What follows belongs to an exercise in optimizing a design on an open flow for a short achievable clock period and few clock cycles; a production flow would make more cautious choices.
The RTL was checked by simulation tests, not by an equivalence proof against the original design.

## flow/design.v (module list and top-level ports; edited modules follow where they fit)
// module TourLogic: 2271 lines
module TourLogic(clk,rst_n,x_start,y_start,go,done,indx,move);
  // ...
==> flow/run.sh <==
#!/bin/bash
# synth_recipe.tcl (not shown) runs the flow's synth.tcl, then flattens the netlist and writes it again
# the make line also repeats each setting of config.mk as NAME=value (left out here)
make -C /OpenROAD-flow-scripts/flow DESIGN_CONFIG=/design/flow/config.mk WORK_HOME=/design/flow/orfs CLKGATE_MAP_FILE= SYNTH_SCRIPT=/design/flow/synth_recipe.tcl finish
==> flow/config.mk <==
export PLATFORM = sky130hd
export DESIGN_NAME = TourLogic
export DESIGN_NICKNAME = TourLogic
export VERILOG_FILES = /design/flow/design.v
export SDC_FILE = /design/flow/constraint.sdc
export NUM_CORES = 4
export LEC_CHECK = 0
export ABC_CLOCK_PERIOD_IN_PS = 4000
export CAP_MARGIN = 20
export CORE_MARGIN = 2
export CORE_UTILIZATION = 22
export PLACE_DENSITY = 0.4
export SETUP_SLACK_MARGIN = 5
export SLEW_MARGIN = 20
==> flow/constraint.sdc <==
create_clock -name core_clock -period 10.0 [get_ports {clk}]
set_input_delay 2.0000 -clock core_clock [delete_from_list [all_inputs] [get_ports {clk}]]
set_output_delay 2.0000 -clock core_clock [all_outputs]
set_load 0.01 [all_outputs]
==> impl_metrics.ini, run 1 <==
[sta]
post-route-period-util_pct = 60.6
clock_skew_ns = 0.0487
max_freq_mhz = 165
min_period_ns = 6.06
holdWs_ns = 0.569

[logic_synthesis]
synth_top_area_share_pct = 33.3
yosysUniqueCellTypes = 117
yosysSeqAreaShare_pct = 34.0
yosysTopAreaCell = edfxtp_1
synthMuxAreaShare_pct = 9.22

[detailed_routing]
met1_length_mm = 111
maxUsedRoutingLayer = met5
routed_wl_mm = 294
wire_per_inst_um = 40.1
met3_length_mm = 40.0
drt-pass1-iter-count = 13

[cells_and_area]
seq_cell_count = 452
fill_cells = 18100
multi_input_area_share_pct = 50.2
largest_register_ffs = 192
final-clk-cell-share_pct = 2.53
final_util_pct = 32.9
n_clock_buffer = 48
syn2layout_area_growth_pct = 48.5

[global_route]
grt_pass1_vias = 43900
grt_pass1_wl_mm = 388
grt_max_degree = 113
grt_use_met2_pct = 42.7
gr-usage-all-layers_pct = 30.2

[placement]
post-place-ws_ns = 1.83

[hold_path]
hold_depth = 1
hold_class = flip-flop to flip-flop

[die]
dieWidth_um = 428

[clock_network]
cts_hold_buffers = 0
cts_tree = done

[outcome]
status = timing/DRC/antenna clean

[setup_path]
max_stage_delay_ns = 1.02
r2r-end = nc2[1]
cp.depth = 17
rr_startpoint = nc1[2]
cp.arrival_ns = 6.43
Testbench counts, summed over its fixed seeds: cycles 3,615.
==> inputs of run 2 (changes only) <==
--- a/flow/design.v
+++ b/flow/design.v
@@ -34,44 +34,53 @@
   logic [4:0] nc18;    
   logic [3:0] nc19;    
   logic [2:0] nc20;    
   logic [3:0] nc21;    
   logic [4:0] nc22;    
   logic [3:0] nc23;    
   logic [2:0] nc24;    
   assign done = busy & (depth == 5'd24);
-  assign move = stk[indx];
+  logic [3:0] rlo;
+  logic [5:0] rhi;
+  always_comb begin
+    for (int l = 0; l < 4; l++) rlo[l] = (indx[1:0] == l);
+    for (int h = 0; h < 6; h++) rhi[h] = (indx[4:2] == h);
+    move = 8'h00;
+    for (int h = 0; h < 6; h++)
+      move = move | ({8{rhi[h]}} & (({8{rlo[0]}} & stk[4*h]) | ({8{rlo[1]}} & stk[4*h+1]) |
+                                    ({8{rlo[2]}} & stk[4*h+2]) | ({8{rlo[3]}} & stk[4*h+3])));
+  end
   wire [24:0] unv = ~vis;
   logic [24:0] A, U2, U3;    
-  assign A[0] = unv[0] & nc0[1]; assign U2[0] = unv[0] & nc0[2]; assign U3[0] = 1'b0;
-  assign A[1] = unv[1] & nc1[1]; assign U2[1] = unv[1] & nc1[2]; assign U3[1] = unv[1] & nc1[3];
-  assign A[2] = unv[2] & nc2[1]; assign U2[2] = unv[2] & nc2[2]; assign U3[2] = unv[2] & nc2[3];
-  assign A[3] = unv[3] & nc3[1]; assign U2[3] = unv[3] & nc3[2]; assign U3[3] = unv[3] & nc3[3];
-  assign A[4] = unv[4] & nc4[1]; assign U2[4] = unv[4] & nc4[2]; assign U3[4] = 1'b0;
-  assign A[5] = unv[5] & nc5[1]; assign U2[5] = unv[5] & nc5[2]; assign U3[5] = unv[5] & nc5[3];
-  assign A[6] = unv[6] & nc6[1]; assign U2[6] = unv[6] & nc6[2]; assign U3[6] = unv[6] & nc6[3];
-  assign A[7] = unv[7] & nc7[1]; assign U2[7] = unv[7] & nc7[2]; assign U3[7] = unv[7] & nc7[3];
-  assign A[8] = unv[8] & nc8[1]; assign U2[8] = unv[8] & nc8[2]; assign U3[8] = unv[8] & nc8[3];
-  assign A[9] = unv[9] & nc9[1]; assign U2[9] = unv[9] & nc9[2]; assign U3[9] = unv[9] & nc9[3];
-  assign A[10] = unv[10] & nc10[1]; assign U2[10] = unv[10] & nc10[2]; assign U3[10] = unv[10] & nc10[3];
-  assign A[11] = unv[11] & nc11[1]; assign U2[11] = unv[11] & nc11[2]; assign U3[11] = unv[11] & nc11[3];
-  assign A[12] = unv[12] & nc12[1]; assign U2[12] = unv[12] & nc12[2]; assign U3[12] = unv[12] & nc12[3];
-  assign A[13] = unv[13] & nc13[1]; assign U2[13] = unv[13] & nc13[2]; assign U3[13] = unv[13] & nc13[3];
-  assign A[14] = unv[14] & nc14[1]; assign U2[14] = unv[14] & nc14[2]; assign U3[14] = unv[14] & nc14[3];
-  assign A[15] = unv[15] & nc15[1]; assign U2[15] = unv[15] & nc15[2]; assign U3[15] = unv[15] & nc15[3];
-  assign A[16] = unv[16] & nc16[1]; assign U2[16] = unv[16] & nc16[2]; assign U3[16] = unv[16] & nc16[3];
-  assign A[17] = unv[17] & nc17[1]; assign U2[17] = unv[17] & nc17[2]; assign U3[17] = unv[17] & nc17[3];
-  assign A[18] = unv[18] & nc18[1]; assign U2[18] = unv[18] & nc18[2]; assign U3[18] = unv[18] & nc18[3];
-  assign A[19] = unv[19] & nc19[1]; assign U2[19] = unv[19] & nc19[2]; assign U3[19] = unv[19] & nc19[3];
-  assign A[20] = unv[20] & nc20[1]; assign U2[20] = unv[20] & nc20[2]; assign U3[20] = 1'b0;
-  assign A[21] = unv[21] & nc21[1]; assign U2[21] = unv[21] & nc21[2]; assign U3[21] = unv[21] & nc21[3];
-  assign A[22] = unv[22] & nc22[1]; assign U2[22] = unv[22] & nc22[2]; assign U3[22] = unv[22] & nc22[3];
-  assign A[23] = unv[23] & nc23[1]; assign U2[23] = unv[23] & nc23[2]; assign U3[23] = unv[23] & nc23[3];
-  assign A[24] = unv[24] & nc24[1]; assign U2[24] = unv[24] & nc24[2]; assign U3[24] = 1'b0;
+  assign A[0] = nc0[1]; assign U2[0] = nc0[2]; assign U3[0] = 1'b0;
+  assign A[1] = nc1[1]; assign U2[1] = nc1[2]; assign U3[1] = nc1[3];
+  assign A[2] = nc2[1]; assign U2[2] = nc2[2]; assign U3[2] = nc2[3];
+  assign A[3] = nc3[1]; assign U2[3] = nc3[2]; assign U3[3] = nc3[3];
+  assign A[4] = nc4[1]; assign U2[4] = nc4[2]; assign U3[4] = 1'b0;
+  assign A[5] = nc5[1]; assign U2[5] = nc5[2]; assign U3[5] = nc5[3];
+  assign A[6] = nc6[1]; assign U2[6] = nc6[2]; assign U3[6] = nc6[3];
+  assign A[7] = nc7[1]; assign U2[7] = nc7[2]; assign U3[7] = nc7[3];
+  assign A[8] = nc8[1]; assign U2[8] = nc8[2]; assign U3[8] = nc8[3];
+  assign A[9] = nc9[1]; assign U2[9] = nc9[2]; assign U3[9] = nc9[3];
+  assign A[10] = nc10[1]; assign U2[10] = nc10[2]; assign U3[10] = nc10[3];
+  assign A[11] = nc11[1]; assign U2[11] = nc11[2]; assign U3[11] = nc11[3];
+  assign A[12] = nc12[1]; assign U2[12] = nc12[2]; assign U3[12] = nc12[3];
+  assign A[13] = nc13[1]; assign U2[13] = nc13[2]; assign U3[13] = nc13[3];
+  assign A[14] = nc14[1]; assign U2[14] = nc14[2]; assign U3[14] = nc14[3];
+  assign A[15] = nc15[1]; assign U2[15] = nc15[2]; assign U3[15] = nc15[3];
+  assign A[16] = nc16[1]; assign U2[16] = nc16[2]; assign U3[16] = nc16[3];
+  assign A[17] = nc17[1]; assign U2[17] = nc17[2]; assign U3[17] = nc17[3];
+  assign A[18] = nc18[1]; assign U2[18] = nc18[2]; assign U3[18] = nc18[3];
+  assign A[19] = nc19[1]; assign U2[19] = nc19[2]; assign U3[19] = nc19[3];
+  assign A[20] = nc20[1]; assign U2[20] = nc20[2]; assign U3[20] = 1'b0;
+  assign A[21] = nc21[1]; assign U2[21] = nc21[2]; assign U3[21] = nc21[3];
+  assign A[22] = nc22[1]; assign U2[22] = nc22[2]; assign U3[22] = nc22[3];
+  assign A[23] = nc23[1]; assign U2[23] = nc23[2]; assign U3[23] = nc23[3];
+  assign A[24] = nc24[1]; assign U2[24] = nc24[2]; assign U3[24] = 1'b0;
   wire a0 = acls[0], a1 = acls[1], a2 = acls[2];
   wire d_lt21 = (depth < 5'd21);    
   wire d_lt22 = (depth < 5'd22);    
   logic [24:0] ok1, G;
   logic [24:0] c0, c1, c2;          
   wire cz1 = ~U2[7] & ~U2[11];
   wire co1 = (~U2[7] & U2[11]) | (U2[7] & ~U2[11]);
   wire ct1 = (~U2[7] & 1'b0) | (U2[7] & U2[11]) | (1'b0 & ~U2[11]);
@@ -2180,92 +2189,142 @@
         vis   <= vis & ~cur;
         cur   <= par;
         depth <= dm1;
         mask  <= after;
         acls  <= acstk[dm1];
       end
     end
   end
+  wire [3:0] fs0 = {3'd0, unv[7]} + {3'd0, unv[11]};
+  wire [2:0] fc0 = 3'd1 << fs0;    
+  wire [3:0] fs1 = {3'd0, unv[8]} + {3'd0, unv[10]} + {3'd0, unv[12]};
+  wire [3:0] fc1 = 4'd1 << fs1;    
+  wire [3:0] fs2 = {3'd0, unv[9]} + {3'd0, unv[5]} + {3'd0, unv[11]} + {3'd0, unv[13]};
+  wire [4:0] fc2 = 5'd1 << fs2;    
+  wire [3:0] fs3 = {3'd0, unv[6]} + {3'd0, unv[12]} + {3'd0, unv[14]};
+  wire [3:0] fc3 = 4'd1 << fs3;    
+  wire [3:0] fs4 = {3'd0, unv[7]} + {3'd0, unv[13]};
+  wire [2:0] fc4 = 3'd1 << fs4;    
+  wire [3:0] fs5 = {3'd0, unv[12]} + {3'd0, unv[2]} + {3'd0, unv[16]};
+  wire [3:0] fc5 = 4'd1 << fs5;    
+  wire [3:0] fs6 = {3'd0, unv[13]} + {3'd0, unv[3]} + {3'd0, unv[15]} + {3'd0, unv[17]};
+  wire [4:0] fc6 = 5'd1 << fs6;    
+  wire [3:0] fs7 = {3'd0, unv[14]} + {3'd0, unv[4]} + {3'd0, unv[0]} + {3'd0, unv[10]} + {3'd0, unv[16]} + {3'd0, unv[18]};
+  wire [6:0] fc7 = 7'd1 << fs7;    
+  wire [3:0] fs8 = {3'd0, unv[1]} + {3'd0, unv[11]} + {3'd0, unv[17]} + {3'd0, unv[19]};
+  wire [4:0] fc8 = 5'd1 << fs8;    
+  wire [3:0] fs9 = {3'd0, unv[2]} + {3'd0, unv[12]} + {3'd0, unv[18]};
+  wire [3:0] fc9 = 4'd1 << fs9;    
+  wire [3:0] fs10 = {3'd0, unv[17]} + {3'd0, unv[7]} + {3'd0, unv[1]} + {3'd0, unv[21]};
+  wire [4:0] fc10 = 5'd1 << fs10;    
+  wire [3:0] fs11 = {3'd0, unv[18]} + {3'd0, unv[8]} + {3'd0, unv[2]} + {3'd0, unv[0]} + {3'd0, unv[20]} + {3'd0, unv[22]};
+  wire [6:0] fc11 = 7'd1 << fs11;    
+  wire [3:0] fs12 = {3'd0, unv[19]} + {3'd0, unv[9]} + {3'd0, unv[3]} + {3'd0, unv[1]} + {3'd0, unv[5]} + {3'd0, unv[15]} + {3'd0, unv[21]} + {3'd0, unv[23]};
+  wire [8:0] fc12 = 9'd1 << fs12;    
+  wire [3:0] fs13 = {3'd0, unv[4]} + {3'd0, unv[2]} + {3'd0, unv[6]} + {3'd0, unv[16]} + {3'd0, unv[22]} + {3'd0, unv[24]};
+  wire [6:0] fc13 = 7'd1 << fs13;    
+  wire [3:0] fs14 = {3'd0, unv[3]} + {3'd0, unv[7]} + {3'd0, unv[17]} + {3'd0, unv[23]};
+  wire [4:0] fc14 = 5'd1 << fs14;    
+  wire [3:0] fs15 = {3'd0, unv[22]} + {3'd0, unv[12]} + {3'd0, unv[6]};
+  wire [3:0] fc15 = 4'd1 << fs15;    
+  wire [3:0] fs16 = {3'd0, unv[23]} + {3'd0, unv[13]} + {3'd0, unv[7]} + {3'd0, unv[5]};
+  wire [4:0] fc16 = 5'd1 << fs16;    
+  wire [3:0] fs17 = {3'd0, unv[24]} + {3'd0, unv[14]} + {3'd0, unv[8]} + {3'd0, unv[6]} + {3'd0, unv[10]} + {3'd0, unv[20]};
+  wire [6:0] fc17 = 7'd1 << fs17;    
+  wire [3:0] fs18 = {3'd0, unv[9]} + {3'd0, unv[7]} + {3'd0, unv[11]} + {3'd0, unv[21]};
+  wire [4:0] fc18 = 5'd1 << fs18;    
+  wire [3:0] fs19 = {3'd0, unv[8]} + {3'd0, unv[12]} + {3'd0, unv[22]};
+  wire [3:0] fc19 = 4'd1 << fs19;    
+  wire [3:0] fs20 = {3'd0, unv[17]} + {3'd0, unv[11]};
+  wire [2:0] fc20 = 3'd1 << fs20;    
+  wire [3:0] fs21 = {3'd0, unv[18]} + {3'd0, unv[12]} + {3'd0, unv[10]};
+  wire [3:0] fc21 = 4'd1 << fs21;    
+  wire [3:0] fs22 = {3'd0, unv[19]} + {3'd0, unv[13]} + {3'd0, unv[11]} + {3'd0, unv[15]};
+  wire [4:0] fc22 = 5'd1 << fs22;    
+  wire [3:0] fs23 = {3'd0, unv[14]} + {3'd0, unv[12]} + {3'd0, unv[16]};
+  wire [3:0] fc23 = 4'd1 << fs23;    
+  wire [3:0] fs24 = {3'd0, unv[13]} + {3'd0, unv[17]};
+  wire [2:0] fc24 = 3'd1 << fs24;    
   always_ff @(posedge clk) begin
     if (init) begin
-      nc0 <= s1n[0] ? 3'd2 : 3'd4;
-      nc1 <= s1n[1] ? 4'd4 : 4'd8;
-      nc2 <= s1n[2] ? 5'd8 : 5'd16;
-      nc3 <= s1n[3] ? 4'd4 : 4'd8;
-      nc4 <= s1n[4] ? 3'd2 : 3'd4;
-      nc5 <= s1n[5] ? 4'd4 : 4'd8;
-      nc6 <= s1n[6] ? 5'd8 : 5'd16;
-      nc7 <= s1n[7] ? 7'd32 : 7'd64;
-      nc8 <= s1n[8] ? 5'd8 : 5'd16;
-      nc9 <= s1n[9] ? 4'd4 : 4'd8;
-      nc10 <= s1n[10] ? 5'd8 : 5'd16;
-      nc11 <= s1n[11] ? 7'd32 : 7'd64;
-      nc12 <= s1n[12] ? 9'd128 : 9'd256;
-      nc13 <= s1n[13] ? 7'd32 : 7'd64;
-      nc14 <= s1n[14] ? 5'd8 : 5'd16;
-      nc15 <= s1n[15] ? 4'd4 : 4'd8;
-      nc16 <= s1n[16] ? 5'd8 : 5'd16;
-      nc17 <= s1n[17] ? 7'd32 : 7'd64;
-      nc18 <= s1n[18] ? 5'd8 : 5'd16;
-      nc19 <= s1n[19] ? 4'd4 : 4'd8;
-      nc20 <= s1n[20] ? 3'd2 : 3'd4;
-      nc21 <= s1n[21] ? 4'd4 : 4'd8;
-      nc22 <= s1n[22] ? 5'd8 : 5'd16;
-      nc23 <= s1n[23] ? 4'd4 : 4'd8;
-      nc24 <= s1n[24] ? 3'd2 : 3'd4;
+      nc0 <= s1h[0] ? 3'd0 : s1n[0] ? 3'd2 : 3'd4;
+      nc1 <= s1h[1] ? 4'd0 : s1n[1] ? 4'd4 : 4'd8;
+      nc2 <= s1h[2] ? 5'd0 : s1n[2] ? 5'd8 : 5'd16;
+      nc3 <= s1h[3] ? 4'd0 : s1n[3] ? 4'd4 : 4'd8;
+      nc4 <= s1h[4] ? 3'd0 : s1n[4] ? 3'd2 : 3'd4;
+      nc5 <= s1h[5] ? 4'd0 : s1n[5] ? 4'd4 : 4'd8;
+      nc6 <= s1h[6] ? 5'd0 : s1n[6] ? 5'd8 : 5'd16;
+      nc7 <= s1h[7] ? 7'd0 : s1n[7] ? 7'd32 : 7'd64;
+      nc8 <= s1h[8] ? 5'd0 : s1n[8] ? 5'd8 : 5'd16;
+      nc9 <= s1h[9] ? 4'd0 : s1n[9] ? 4'd4 : 4'd8;
+      nc10 <= s1h[10] ? 5'd0 : s1n[10] ? 5'd8 : 5'd16;
+      nc11 <= s1h[11] ? 7'd0 : s1n[11] ? 7'd32 : 7'd64;
+      nc12 <= s1h[12] ? 9'd0 : s1n[12] ? 9'd128 : 9'd256;
+      nc13 <= s1h[13] ? 7'd0 : s1n[13] ? 7'd32 : 7'd64;
+      nc14 <= s1h[14] ? 5'd0 : s1n[14] ? 5'd8 : 5'd16;
+      nc15 <= s1h[15] ? 4'd0 : s1n[15] ? 4'd4 : 4'd8;
+      nc16 <= s1h[16] ? 5'd0 : s1n[16] ? 5'd8 : 5'd16;
+      nc17 <= s1h[17] ? 7'd0 : s1n[17] ? 7'd32 : 7'd64;
+      nc18 <= s1h[18] ? 5'd0 : s1n[18] ? 5'd8 : 5'd16;
+      nc19 <= s1h[19] ? 4'd0 : s1n[19] ? 4'd4 : 4'd8;
+      nc20 <= s1h[20] ? 3'd0 : s1n[20] ? 3'd2 : 3'd4;
+      nc21 <= s1h[21] ? 4'd0 : s1n[21] ? 4'd4 : 4'd8;
+      nc22 <= s1h[22] ? 5'd0 : s1n[22] ? 5'd8 : 5'd16;
+      nc23 <= s1h[23] ? 4'd0 : s1n[23] ? 4'd4 : 4'd8;
+      nc24 <= s1h[24] ? 3'd0 : s1n[24] ? 3'd2 : 3'd4;
     end else if (step) begin
       if (adv) begin
-        if (d1[0]) nc0 <= nc0 >> 1;
-        if (d1[1]) nc1 <= nc1 >> 1;
-        if (d1[2]) nc2 <= nc2 >> 1;
-        if (d1[3]) nc3 <= nc3 >> 1;
-        if (d1[4]) nc4 <= nc4 >> 1;
-        if (d1[5]) nc5 <= nc5 >> 1;
-        if (d1[6]) nc6 <= nc6 >> 1;
-        if (d1[7]) nc7 <= nc7 >> 1;
-        if (d1[8]) nc8 <= nc8 >> 1;
-        if (d1[9]) nc9 <= nc9 >> 1;
-        if (d1[10]) nc10 <= nc10 >> 1;
-        if (d1[11]) nc11 <= nc11 >> 1;
-        if (d1[12]) nc12 <= nc12 >> 1;
-        if (d1[13]) nc13 <= nc13 >> 1;
-        if (d1[14]) nc14 <= nc14 >> 1;
-        if (d1[15]) nc15 <= nc15 >> 1;
-        if (d1[16]) nc16 <= nc16 >> 1;
-        if (d1[17]) nc17 <= nc17 >> 1;
-        if (d1[18]) nc18 <= nc18 >> 1;
-        if (d1[19]) nc19 <= nc19 >> 1;
-        if (d1[20]) nc20 <= nc20 >> 1;
-        if (d1[21]) nc21 <= nc21 >> 1;
-        if (d1[22]) nc22 <= nc22 >> 1;
-        if (d1[23]) nc23 <= nc23 >> 1;
-        if (d1[24]) nc24 <= nc24 >> 1;
+        if (n1h[0]) nc0 <= 3'd0; else if (d1[0]) nc0 <= nc0 >> 1;
+        if (n1h[1]) nc1 <= 4'd0; else if (d1[1]) nc1 <= nc1 >> 1;
+        if (n1h[2]) nc2 <= 5'd0; else if (d1[2]) nc2 <= nc2 >> 1;
+        if (n1h[3]) nc3 <= 4'd0; else if (d1[3]) nc3 <= nc3 >> 1;
+        if (n1h[4]) nc4 <= 3'd0; else if (d1[4]) nc4 <= nc4 >> 1;
+        if (n1h[5]) nc5 <= 4'd0; else if (d1[5]) nc5 <= nc5 >> 1;
+        if (n1h[6]) nc6 <= 5'd0; else if (d1[6]) nc6 <= nc6 >> 1;
+        if (n1h[7]) nc7 <= 7'd0; else if (d1[7]) nc7 <= nc7 >> 1;
+        if (n1h[8]) nc8 <= 5'd0; else if (d1[8]) nc8 <= nc8 >> 1;
+        if (n1h[9]) nc9 <= 4'd0; else if (d1[9]) nc9 <= nc9 >> 1;
+        if (n1h[10]) nc10 <= 5'd0; else if (d1[10]) nc10 <= nc10 >> 1;
+        if (n1h[11]) nc11 <= 7'd0; else if (d1[11]) nc11 <= nc11 >> 1;
+        if (n1h[12]) nc12 <= 9'd0; else if (d1[12]) nc12 <= nc12 >> 1;
+        if (n1h[13]) nc13 <= 7'd0; else if (d1[13]) nc13 <= nc13 >> 1;
+        if (n1h[14]) nc14 <= 5'd0; else if (d1[14]) nc14 <= nc14 >> 1;
+        if (n1h[15]) nc15 <= 4'd0; else if (d1[15]) nc15 <= nc15 >> 1;
+        if (n1h[16]) nc16 <= 5'd0; else if (d1[16]) nc16 <= nc16 >> 1;
+        if (n1h[17]) nc17 <= 7'd0; else if (d1[17]) nc17 <= nc17 >> 1;
+        if (n1h[18]) nc18 <= 5'd0; else if (d1[18]) nc18 <= nc18 >> 1;
+        if (n1h[19]) nc19 <= 4'd0; else if (d1[19]) nc19 <= nc19 >> 1;
+        if (n1h[20]) nc20 <= 3'd0; else if (d1[20]) nc20 <= nc20 >> 1;
+        if (n1h[21]) nc21 <= 4'd0; else if (d1[21]) nc21 <= nc21 >> 1;
+        if (n1h[22]) nc22 <= 5'd0; else if (d1[22]) nc22 <= nc22 >> 1;
+        if (n1h[23]) nc23 <= 4'd0; else if (d1[23]) nc23 <= nc23 >> 1;
+        if (n1h[24]) nc24 <= 3'd0; else if (d1[24]) nc24 <= nc24 >> 1;
       end else begin
-        if (up[0]) nc0 <= nc0 << 1;
-        if (up[1]) nc1 <= nc1 << 1;
-        if (up[2]) nc2 <= nc2 << 1;
-        if (up[3]) nc3 <= nc3 << 1;
-        if (up[4]) nc4 <= nc4 << 1;
-        if (up[5]) nc5 <= nc5 << 1;
-        if (up[6]) nc6 <= nc6 << 1;
-        if (up[7]) nc7 <= nc7 << 1;
-        if (up[8]) nc8 <= nc8 << 1;
-        if (up[9]) nc9 <= nc9 << 1;
-        if (up[10]) nc10 <= nc10 << 1;
-        if (up[11]) nc11 <= nc11 << 1;
-        if (up[12]) nc12 <= nc12 << 1;
-        if (up[13]) nc13 <= nc13 << 1;
-        if (up[14]) nc14 <= nc14 << 1;
-        if (up[15]) nc15 <= nc15 << 1;
-        if (up[16]) nc16 <= nc16 << 1;
-        if (up[17]) nc17 <= nc17 << 1;
-        if (up[18]) nc18 <= nc18 << 1;
-        if (up[19]) nc19 <= nc19 << 1;
-        if (up[20]) nc20 <= nc20 << 1;
-        if (up[21]) nc21 <= nc21 << 1;
-        if (up[22]) nc22 <= nc22 << 1;
-        if (up[23]) nc23 <= nc23 << 1;
-        if (up[24]) nc24 <= nc24 << 1;
+        if (cur[0]) nc0 <= fc0; else if (up[0]) nc0 <= nc0 << 1;
+        if (cur[1]) nc1 <= fc1; else if (up[1]) nc1 <= nc1 << 1;
+        if (cur[2]) nc2 <= fc2; else if (up[2]) nc2 <= nc2 << 1;
+        if (cur[3]) nc3 <= fc3; else if (up[3]) nc3 <= nc3 << 1;
+        if (cur[4]) nc4 <= fc4; else if (up[4]) nc4 <= nc4 << 1;
+        if (cur[5]) nc5 <= fc5; else if (up[5]) nc5 <= nc5 << 1;
+        if (cur[6]) nc6 <= fc6; else if (up[6]) nc6 <= nc6 << 1;
+        if (cur[7]) nc7 <= fc7; else if (up[7]) nc7 <= nc7 << 1;
+        if (cur[8]) nc8 <= fc8; else if (up[8]) nc8 <= nc8 << 1;
+        if (cur[9]) nc9 <= fc9; else if (up[9]) nc9 <= nc9 << 1;
+        if (cur[10]) nc10 <= fc10; else if (up[10]) nc10 <= nc10 << 1;
+        if (cur[11]) nc11 <= fc11; else if (up[11]) nc11 <= nc11 << 1;
+        if (cur[12]) nc12 <= fc12; else if (up[12]) nc12 <= nc12 << 1;
+        if (cur[13]) nc13 <= fc13; else if (up[13]) nc13 <= nc13 << 1;
+        if (cur[14]) nc14 <= fc14; else if (up[14]) nc14 <= nc14 << 1;
+        if (cur[15]) nc15 <= fc15; else if (up[15]) nc15 <= nc15 << 1;
+        if (cur[16]) nc16 <= fc16; else if (up[16]) nc16 <= nc16 << 1;
+        if (cur[17]) nc17 <= fc17; else if (up[17]) nc17 <= nc17 << 1;
+        if (cur[18]) nc18 <= fc18; else if (up[18]) nc18 <= nc18 << 1;
+        if (cur[19]) nc19 <= fc19; else if (up[19]) nc19 <= nc19 << 1;
+        if (cur[20]) nc20 <= fc20; else if (up[20]) nc20 <= nc20 << 1;
+        if (cur[21]) nc21 <= fc21; else if (up[21]) nc21 <= nc21 << 1;
+        if (cur[22]) nc22 <= fc22; else if (up[22]) nc22 <= nc22 << 1;
+        if (cur[23]) nc23 <= fc23; else if (up[23]) nc23 <= nc23 << 1;
+        if (cur[24]) nc24 <= fc24; else if (up[24]) nc24 <= nc24 << 1;
       end
     end
   end
 endmodule
==> flow/config.mk (replaced) <==
export PLATFORM = sky130hd
export DESIGN_NAME = TourLogic
export DESIGN_NICKNAME = TourLogic
export VERILOG_FILES = /design/flow/design.v
export SDC_FILE = /design/flow/constraint.sdc
export NUM_CORES = 4
export LEC_CHECK = 0
export ABC_CLOCK_PERIOD_IN_PS = 4000
export CAP_MARGIN = 20
export CORE_MARGIN = 2
export CORE_UTILIZATION = 25
export PLACE_DENSITY = 0.45
export SETUP_SLACK_MARGIN = 5
export SLEW_MARGIN = 20
==> impl_metrics.ini, run 2 <==
[detailed_routing]
antenna_left = 0
routed_wl_mm = 330
vias = 51600
wire_per_inst_um = 43.3
viasPerCell = 6.76
first_iter_violations = 9273
drt-pass1-iter-count = 9
drc = 0

[logic_synthesis]
yosysSeqAreaShare_pct = 35.0
avgSynthCellArea_um2 = 9.52
synth-warning-count = 1
synth_edf_count = 502
synth_cells = 4604
yosysTopAreaCell = edfxtp_1
synth_seq_cells = 516
synth-main-ff-cell = edfxtp_1
netlist_area_mm2 = 0.0438
synth-async-reset-ratio_pct = 0.194
synth_top_area_share_pct = 34.4
synth_area_leaders = edfxtp_1, mux4_2, ha_1, a21oi_1, nor2_1
yosysUniqueCellTypes = 101
synth_common_cells = edfxtp_1, nor2_1, a21oi_1, clkbuf_1, nand2_1
synth.most_common_cell = edfxtp_1

[setup_path]
max_stage_delay_ns = 0.53
critPathMaxFanout = 6
rr_startpoint = nc7[2]
end_kind = flip-flop
cp_slowest_cell = edfxtp_1
path_buf_inv = 13
r2r_slack_ns = 3.98
critPathKind = flip-flop to flip-flop
r2r_cells = 27
cp_common_cell = buf_4
r2r-end = cur[7]
cp_data_required_time_ns = 10.59
cpLargestDelayFamily = compound AO/OA/AOI/OAI gates
cp.depth = 27
cp-start-kind = flip-flop
cp.arrival_ns = 6.61

[clock_network]
ctsHtreeMaxLevel = 2
cts_root_buffer = clkbuf_16
clk_latency_ns = 0.73
path_clk_slew_ns = 0.06
cts_tree = done
clock_tree.buffer_depth = 3
numCtsBuffers = 60
cts.sinks = 516

[die]
rows = 153
io-pin-count = 23
die_y_um = 423
dieArea_mm2 = 0.179
dieWidth_um = 423
initial_core_util_pct = 25.2
core-area_mm2 = 0.174

[cells_and_area]
final_util_pct = 37.2
largest_register_ffs = 256
top_register = stk
fill_cells = 16900
final_common_cell = buf_4
reg_top3 = stk x256, acstk x72
syn2layout_area_growth_pct = 47.6
drive_above_1_share_pct = 38.8
fin_nets = 5478
layout_common_cells = buf_4, edfxtp_1, nor2_1

[flow_run]
max_cap_violations = 0

[outcome]
status = timing/DRC/antenna clean

[placement]
dp_hpwl_mm = 219
gp_congestion = 1.07
io_buffers = 22

[global_route]
grt_use_met2_pct = 49.2
grt_max_degree = 49
grt_use_met3_pct = 13.4
grt_use_met1_pct = 43.9
grt_overflow = 0
grt_pass1_vias = 47500
antenna_found_initial = 35
grt_pass1_wl_mm = 434
busiest_layer = met2
gr-usage-all-layers_pct = 35.3

[hold_path]
hold_class = flip-flop to flip-flop
hold_depth = 1
hold_path_end = mask[7]
worstHoldStart = mask[7]

[sta]
clock_skew_ns = 0.0761
holdWs_ns = 0.516
max_freq_mhz = 166
grt_setup_unrepaired = yes
slew_viol_final = 0
hold_viol_final = 0
post-route-period-util_pct = 60.2
worst_slew_pin_slew_ns = 1.26
setup_viol = 0
tns_ns = 0
min_period_ns = 6.02
slew_headroom_pct = 15.9
[run 2: timing repair]
| item | in CTS | in global routing |
|---|---|---|
| endpoints found under the setup margin | 892 | 846 |
| buffers inserted | 478 | 126 |
| cloned | 75 | 8 |
| hold buffers | 0 | 0 |
| gates resized for setup | 1112 | 340 |
| pin swaps | 296 | 179 |
[run 2: metal layers]
metal  up-vias  wire [µm]
met2      4500     132000
met1     25800     123000
met3      1328      45100
met4        14      30600
met5         -        107
li1      19900          -
[run 2: worst max-delay path by stage]
stage / start / endpoint
global route: nc7[2] / nc21[3]
finish: nc7[2] / cur[7]
global placement: nc3[2] / nc2[2]
CTS: nc7[2] / nc21[3]
detailed placement: nc8[2] / nc2[2]
floorplan: nc10[2] / nc21[0]
[run 2: metrics by stage]
step | setup WS [ns] | instances | instance area, µm²
floorplan | 4.55 | 4611 | 45200
finish | 3.98 | 7630 | 64700
detailed placement | 1.43 | 6814 | 48500
global route | 3.93 | 7612 | 64700
CTS | 4.27 | 7476 | 61700
global placement | 1.42 | 6814 | 48400
[run 2: logic make-up (layout without fill, tap and decap cells)]
logic type | after synthesis | in the layout | synth area share (%)
fa+ha+maj | 227 | 227 | 7.02
mux | 242 | 242 | 9.86
flops | 516 | 516 | 35.0
xor+xnor | 6 | 6 | 0.120
buf+inv | 548 | 1213 | 4.83
compound gates | 1723 | 1723 | 27.8
simple gates | 1341 | 1350 | 15.4
other cells | 1 | 28 | 0.00855
[run 2: area by class of cell]
type	count	area, µm²	area share (%)
diodes	20	50.0	0.0774
clock buffers	70	1540	2.38
clock inverters	39	433	0.669
inverters	135	709	1.10
multi-input cells	3556	32200	49.7
flip-flops and latches	516	15400	23.7
well taps	2325	2910	4.50
repair buffers	963	11500	17.7
repair inverters	6	82.6	0.128
Testbench counts of run 2, summed over its fixed seeds: cycles 3,615.
==> inputs of run 3 (changes only) <==
--- a/flow/config.mk
+++ b/flow/config.mk
@@ -9,6 +9,6 @@
 export CAP_MARGIN = 20
 export CORE_MARGIN = 2
-export CORE_UTILIZATION = 25
-export PLACE_DENSITY = 0.45
+export CORE_UTILIZATION = 22
+export PLACE_DENSITY = 0.4
 export SETUP_SLACK_MARGIN = 5
 export SLEW_MARGIN = 20
==> impl_metrics.ini, run 3 <==
[die]
rows = 163
core-area_mm2 = 0.198
io-pin-count = 23
dieArea_mm2 = 0.203
initial_core_util_pct = 22.2
dieWidth_um = 450
die_y_um = 450

[detailed_routing]
met2WireLength_mm = 125
maxUsedRoutingLayer = met5
met1_length_mm = 120
drt-pass1-iter-count = 12
routed_wl_mm = 313
antenna_left = 0
first_iter_violations = 7712
viasPerCell = 6.42
drc = 0
met3_length_mm = 40.9
vias = 50300
wire_per_inst_um = 39.9

[logic_synthesis]
yosysTopAreaCell = edfxtp_1
synth-async-reset-ratio_pct = 0.194
synth_top_area_share_pct = 34.4
synth.most_common_cell = edfxtp_1
yosysSeqAreaShare_pct = 35.0
synth_area_leaders = edfxtp_1, mux4_2, ha_1, a21oi_1, nor2_1
yosysUniqueCellTypes = 101
synth_seq_cells = 516
netlist_area_mm2 = 0.0438
synth-warning-count = 1
synth-main-ff-cell = edfxtp_1
synth_common_cells = edfxtp_1, nor2_1, a21oi_1, clkbuf_1, nand2_1
avgSynthCellArea_um2 = 9.52
synth_edf_count = 502
synth_cells = 4604

[cells_and_area]
register_area_mm2 = 0.0154
design_area_mm2 = 0.0633
final_common_cell = edfxtp_1
multi_input_area_mm2 = 0.0315
fill_cells = 20000
layout_common_cells = edfxtp_1, buf_4, nand2_1
fin_nets = 5376
final_util_pct = 32.0
stdcell_count = 7839
drive_above_1_share_pct = 36.5
top_register = stk
largest_register_ffs = 256
reg_top3 = stk x256, acstk x72
syn2layout_area_growth_pct = 44.3

[clock_network]
path_clk_slew_ns = 0.07
cts_root_buffer = clkbuf_16
clk_latency_ns = 0.68
cts.sinks = 516
cts_tree = done
cts_hold_buffers = 0
ctsHtreeMaxLevel = 2
numCtsBuffers = 53
clock_tree.buffer_depth = 3

[hold_path]
hold_path_end = mask[7]
hold_depth = 1
worstHoldStart = mask[7]
hold_class = flip-flop to flip-flop

[flow_run]
max_cap_violations = 0

[sta]
min_period_ns = 5.93
setup_ws_ns = 4.07
holdWs_ns = 0.549
post-route-period-util_pct = 59.3
max_freq_mhz = 169
hold_viol_final = 0
tns_ns = 0
clock_skew_ns = 0.0475
slew_headroom_pct = 15.1
slew_viol_final = 0
setup_viol = 0
grt_setup_unrepaired = yes
worst_slew_pin_slew_ns = 1.27

[global_route]
grt_pass1_wl_mm = 414
antenna_found_initial = 24
gr-usage-all-layers_pct = 29.2
grt_overflow = 0
grt_max_degree = 51
grt_pass1_vias = 46200

[placement]
gp_congestion = 1.07
placed_cells = 7091
dp_hpwl_mm = 207
post_dp_cell_area_mm2 = 0.0486
io_buffers = 22
post-place-ws_ns = 1.77

[setup_path]
critPathMaxFanout = 7
cp-start-kind = flip-flop
end_kind = flip-flop
cp_data_required_time_ns = 10.35
r2r_cells = 26
cp.arrival_ns = 6.28
r2r_slack_ns = 4.07
r2r-end = nc6[3]
critPathKind = flip-flop to flip-flop
rr_startpoint = nc20[2]

[outcome]
status = timing/DRC/antenna clean
run 3: layer usage:
metal,track usage [%],vias up
met2,40.9,4041
met4,19.0,14
met5,0.0237,-
li1,-,19700
met3,10.8,1211
met1,37.4,25400
run 3: worst max-delay path by stage:
stage | slack, ns | cells past startpoint | start | endpoint
finish | 4.07 | 26 | nc20[2] | nc6[3]
global route | 4.03 | 22 | nc20[2] | nc1[0]
CTS | 4.30 | 21 | nc20[2] | nc20[0]
detailed placement | 1.77 | 19 | nc3[2] | nc1[0]
global placement | 1.75 | 19 | nc3[2] | cur[6]
floorplan | 4.55 | 20 | nc10[2] | nc21[0]
run 3: logic make-up (layout without fill, tap and decap cells):
| kind of cell | after synthesis | after routing | synth area share, % |
|---|---|---|---|
| compound gates | 1723 | 1723 | 27.8 |
| simple gates | 1341 | 1349 | 15.4 |
| buf+inv | 548 | 1110 | 4.83 |
| flops | 516 | 516 | 35.0 |
| mux | 242 | 242 | 9.86 |
| fa+ha+maj | 227 | 227 | 7.02 |
| xor+xnor | 6 | 6 | 0.120 |
| other cells | 1 | 26 | 0.00855 |
run 3: worst max-delay path, cell delays in order, from the launching register on:
cell,delay [ns]
edfxtp_1,0.51
buf_12,0.18
clkinvlp_4,0.14
buf_4,0.16
buf_4,0.15
ha_4,0.24
a222oi_1,0.37
o22ai_2,0.18
a31oi_1,0.25
a311oi_2,0.09
nor4_4,0.26
buf_6,0.19
buf_4,0.13
o32ai_1,0.08
a2111oi_2,0.48
nand3_1,0.20
o21a_2,0.29
nor4_4,0.25
buf_6,0.18
buf_8,0.15
nand3_4,0.15
buf_12,0.20
inv_16,0.08
o21ai_0,0.08
nor4bb_4,0.18
buf_6,0.15
a31oi_4,0.26
run 3: what timing repair did:
action | CTS | global route
gates cloned | 58 | 16
setup buffers | 420 | 135
pin swaps | 244 | 197
setup endpoints to repair | 892 | 859
gates resized for setup | 963 | 358
run 3: area by class of cell:
type                            instances  share of cell area (%)
Tap cell                             2640                    5.22
Inverter                              135                    1.11
Timing Repair inverter                  4                  0.0791
Clock buffer                           64                    2.16
Clock inverter                         36                   0.692
Sequential cell                       516                    24.3
Multi-Input combinational cell       3555                    49.7
Antenna cell                           18                  0.0712
Timing Repair Buffer                  871                    16.6

separate check: timing with driven ports:
The flow's constraints put no driver on any port. The routed layouts listed below were extracted and timed again, unchanged, in two steps.
Step 1 sets driving cells, clkbuf_16 on the clock port and buf_2 on the other inputs (assumed; they add their load-dependent delay and slew).
Step 2, shift: input delay + t, output delay - t, t = (earliest + latest rising clock arrival at the registers) / 2. This alone moves slack from input paths to output paths.
Slacks: ideal / step 1 / step 2; pairs: ideal / step 1.
run | shift t [ns] | slack for setup (ns) | worst hold slack (ns) | worst register clock-pin slew, ns
run 1 | 0.685 | 3.941 / 3.941 / 3.905 | 0.569 / 0.569 / 0.569 | 0.07 / 0.07
run 2 | 0.769 | 3.981 / 3.981 / 3.690 | 0.516 / 0.516 / 0.516 | 0.08 / 0.08
run 3 | 0.728 | 4.074 / 4.074 / 3.908 | 0.549 / 0.549 / 0.549 | 0.08 / 0.08
After both steps setup and hold are still met in every run listed. The setup slack of run 2, which loses most, moves by 0.000 ns with the drivers and by -0.291 ns with both steps.
